This is an optimization exercise on Yosys and OpenROAD, whose aim is small area, a short achievable clock period and few clock cycles per item, not a production implementation. Where RTL was checked, it was by simulation tests only, not by an equivalence proof against the original.

==> branch violet: inputs <==
## pm32
module pm32 (
    input wire          clk,
    input wire          rst,
    input wire          start,
    input wire  [31:0]  mc,
    input wire  [31:0]  mp,
    output reg  [63:0]  p,
    output reg          done,
    input wire          op  
);
Settings: LEC_CHECK=0, CAP_MARGIN=20, CORE_MARGIN=2, CORE_UTILIZATION=40, PLACE_DENSITY=0.6, SLEW_MARGIN=20; clock period 3.0 ns.
run.sh (not shown) runs the stock make flow with config.mk's settings and CLKGATE_MAP_FILE= SYNTH_SCRIPT=/design/flow/synth_recipe.tcl, a recipe that flattens the netlist after the stock synthesis.
==> branch yarrow: changes against branch violet <==
--- a/flow/design.v
+++ b/flow/design.v
@@ -12,18 +12,16 @@
 );
     reg  [1:0]      sx;
     reg  [33:0]     cs;
     reg             ci;
     reg  [3:0]      cnt;      
     reg             busy;     
     reg             fin;      
     reg  [1:0]      ng_r, one_r, two_r;    
-    reg             sel;      
-    wire            more = (start | busy) & (cnt != 4'd7);    
     reg  [4:0]     wn;        
     always @* begin
         case (cnt)
             4'd0: wn = {mc[7], mc[6], mc[5], mc[4], mc[3]};
             4'd1: wn = {mc[11], mc[10], mc[9], mc[8], mc[7]};
             4'd2: wn = {mc[15], mc[14], mc[13], mc[12], mc[11]};
             4'd3: wn = {mc[19], mc[18], mc[17], mc[16], mc[15]};
             4'd4: wn = {mc[23], mc[22], mc[21], mc[20], mc[19]};
@@ -41,19 +39,19 @@
     assign onen[0] = wn[1] ^ wn[0];
     assign twon[0] = (wn[2] & ~wn[1] & ~wn[0]) | (~wn[2] & wn[1] & wn[0]);
     assign ng0[1]  = w0[4] & ~(w0[3] & w0[2]);
     assign one0[1] = w0[3] ^ w0[2];
     assign two0[1] = (w0[4] & ~w0[3] & ~w0[2]) | (~w0[4] & w0[3] & w0[2]);
     assign ngn[1]  = wn[4] & ~(wn[3] & wn[2]);
     assign onen[1] = wn[3] ^ wn[2];
     assign twon[1] = (wn[4] & ~wn[3] & ~wn[2]) | (~wn[4] & wn[3] & wn[2]);
-    wire [1:0] ng  = sel ? ng_r  : ng0;
-    wire [1:0] one = sel ? one_r : one0;
-    wire [1:0] two = sel ? two_r : two0;
+    wire [1:0] ng  = busy ? ng_r  : ng0;
+    wire [1:0] one = busy ? one_r : one0;
+    wire [1:0] two = busy ? two_r : two0;
     wire [32:0] mx = {1'b0, mp};
     wire [32:0] m2 = {mp, 1'b0};
     wire [32:0] e0 = (({33{one[0]}} & mx) | ({33{two[0]}} & m2)) ^ {33{ng[0]}};
     wire [32:0] e1 = (({33{one[1]}} & mx) | ({33{two[1]}} & m2)) ^ {33{ng[1]}};
     wire s1 = (cs[2] & busy) ^ (busy ? p[34] : vng[1]);
     wire c2 = (cs[2] & busy) & (busy ? p[34] : vng[1]);
     wire s3 = (p[35] & busy) ^ (cs[3] & busy) ^ e0[3];
     wire c4 = ((p[35] & busy) & (cs[3] & busy)) | ((p[35] & busy) & e0[3]) | ((cs[3] & busy) & e0[3]);
@@ -204,29 +202,28 @@
             p  <= {ra[35:4], lo[3:0], p[31:4]};
         end else if (fin) begin
             p[63:32] <= hi;
         end
         sx <= ra[37:36];
         cs <= rb[37:4];
         ci <= lo[4];
         ng_r  <= ngn;
-        sel   <= more;
         one_r <= onen;
         two_r <= twon;
     end
     always @(posedge clk or posedge rst) begin
         if (rst) begin
             cnt  <= 4'd0;
             busy <= 1'b0;
             fin  <= 1'b0;
             done <= 1'b0;
         end else begin
             if (start | busy)
                 cnt <= cnt + 4'd1;
             else
                 cnt <= 4'd0;
-            busy <= more;
+            busy <= (start | busy) & (cnt != 4'd7);
             fin  <= (start | busy) & (cnt == 4'd7);
             done <= fin | (done & ~start);
         end
     end
 endmodule
==> metrics.csv <==
stage,metric,value,unit
global_route,met2_usage,36.5,%
sta,max_slew_margin,62.5,%
final_layout,seq_cell_count,110,
logic_synthesis,ys_top_cells_by_area,"edfxtp_1 22%, fa_1 15%, dfxtp_1 8.9%, xnor2_1 7.7%, ha_1 6.3%",
setup_path,cp_cell_sequence,dlygate4sd2_1 > mux2_4 > a22oi_2 > xnor2_1 > fa_1 > inv_1 > fa_1 > ha_4 > xnor2_1,
min_path,hp-class,flip-flop to flip-flop,
floorplan,fp.dieH,152,um
floorplan,fp.dieW,152,um
outcome,status,"complete, no violations",
route,wl_met2,11.8,mm
-- figures above: branch yarrow

==> metrics.csv <==
stage,metric,value,unit
clock_tree,postCtsHoldBufs,0,
final_layout,seq_share,25.4,%
floorplan,coreArea,22000,sq um
min_path,hp-class,input pin to asynchronous set/reset pin,
setup_path,cp_cell_sequence,fa_2 > fa_2 > a21o_1 > a221o_1 > buf_4 > a31oi_2 > o21ai_1 > a311o_1 > nand3_1,
route,wl_met2,12.9,mm
floorplan,io_pins,133,
logic_synthesis,synth.most_common_cell,nand2_1,
floorplan,fp.dieW,154,um
global_route,met2_usage,38.0,%
outcome,status,"complete, no violations",
logic_synthesis,ys_top_cells_by_area,"edfxtp_1 21%, fa_1 15%, dfxtp_1 8.9%, ha_1 6.2%, a22oi_1 5.8%",
sta,max_slew_margin,64.4,%
final_layout,seq_cell_count,111,
floorplan,fp.dieH,154,um
-- figures above: branch violet

Testbench counts of branch yarrow, summed over its fixed seeds: cycles 21,608, items 2,400.
The RTL of branch violet was laid out without a check of its function.

---

==> inputs of v28 <==
pm32, a different RTL version from the one above (not shown whole).
clock: 3.0 ns
lec_check: 0
cap_margin: 20
core_margin: 2
core_utilization: 40
place_density: 0.6
slew_margin: 20
==> v27: changes against v28 <==
==> flow/flow/run.sh (new file) <==
#!/bin/bash
# Layout: the standard flow (standard synthesis unchanged), except that the
# port buffers that global placement inserts are sky130_fd_sc_hd__buf_1 cells
# and timing repair aims for 0.3 ns of setup slack.
# The output of each step is kept in its own log file in this folder.
set -euo pipefail
cd "$(dirname "$0")/.."
bash standard.sh synth > flow_synth.log 2>&1
bash standard.sh "BUFFER_PORTS_ARGS=-buffer_cell sky130_fd_sc_hd__buf_1" SETUP_SLACK_MARGIN=0.3 finish > flow_layout.log 2>&1
==> flow/standard.sh (new file) <==
#!/bin/bash
# synth_recipe.tcl (not shown) runs the flow's synth.tcl, then flattens the netlist and writes it again
# the make line also repeats each setting of config.mk as NAME=value (left out here)
make -C /OpenROAD-flow-scripts/flow DESIGN_CONFIG=/design/flow/config.mk WORK_HOME=/design/flow/orfs CLKGATE_MAP_FILE= SYNTH_SCRIPT=/design/flow/synth_recipe.tcl "${@:-finish}"
removed: flow/run.sh
==> notes <==
v27 produced a clean layout. v28 completed with no timing, DRC or antenna violations.
In clock-buffer cell count, v27 and v28 do not differ.
Between v27 and v28, the lower fmax is in v28 (gap 0.80%, measured against v28).
Between v27 and v28, the lower worst hold slack is in v27 (gap 0.33 ns).
Against v28, the non-clock buffer count of v27 is lower by 7.
Of v28 and v27, v28 has the higher clock skew (gap 0.0051 ns).
Between v28 and v27, the lower wire length is in v27 (gap about 0.64%, measured against v27).
In synthesized area, v27 and v28 do not differ.
==> figures <==
                                                                              v28             v27
Final standard cell count with taps included and fillers excluded           1,318           1,310
Area of the multi-input gates                                      0.005973 sq mm  0.006282 sq mm
Non-clock buffers                                                             189             182
Post-CTS Repair Setup Buffers                                                   1              11
Setup slack of the critical path after layout                          0.06531 ns      0.08846 ns
Number of gates resized after CTS                                               7              45
Met3 Usage GRT                                                            0.03354         0.02762
Result of the run                                        timing/DRC/antenna clean  timing/DRC/antenna clean
Longest individual stage delay on the worst path                          0.52 ns         0.53 ns
Peak Freq                                                               340.8 MHz       343.5 MHz
Layout-to-synthesis area ratio                                            1.2687x         1.2101x
Diodes inserted                                                                 1               0
Met1 usage in global routing                                               0.2617          0.2667
Testbench counts of v28, summed over its fixed seeds: cycles 21,608, items 2,400.
Testbench counts of v27, summed over its fixed seeds: cycles 21,608, items 2,400.

[re-timing with driven ports]
No port has a modelled driver above. Below, the same layouts with a new extraction and two added sets of constraints.
Step 1 (the two cells are an assumption about what drives the block):
set clk [get_ports {clk}]
set_driving_cell -lib_cell sky130_fd_sc_hd__clkbuf_16 $clk
set_driving_cell -lib_cell sky130_fd_sc_hd__buf_2 [delete_from_list [all_inputs] $clk]
Step 2 times the ports against the registers' clock, not the clock port: input delays grow and output delays shrink by t, the midpoint of the rising clock arrivals with the driver on.
a / b / c = no drivers / after step 1 / after step 2; a / b = the first two.
| run | shift t [ns] | setup slack, ns | worst register clock-pin slew, ns | cell pins on the clock port's net |
|---|---|---|---|---|
| branch violet | 0.411 | 0.096 / 0.096 / -0.226 | 0.09 / 0.09 | 1 |
| branch yarrow | 0.408 | 0.099 / 0.118 / -0.279 | 0.09 / 0.09 | 1 |
| v28 | 0.415 | 0.065 / 0.065 / -0.309 | 0.10 / 0.10 | 1 |
| v27 | 0.412 | 0.088 / 0.088 / -0.158 | 0.09 / 0.09 | 1 |
Met with ideal ports but missed after step 2: setup timing in every run listed. The setup slack of branch yarrow, which loses most, moves by +0.019 ns with the drivers and by -0.378 ns with both steps.
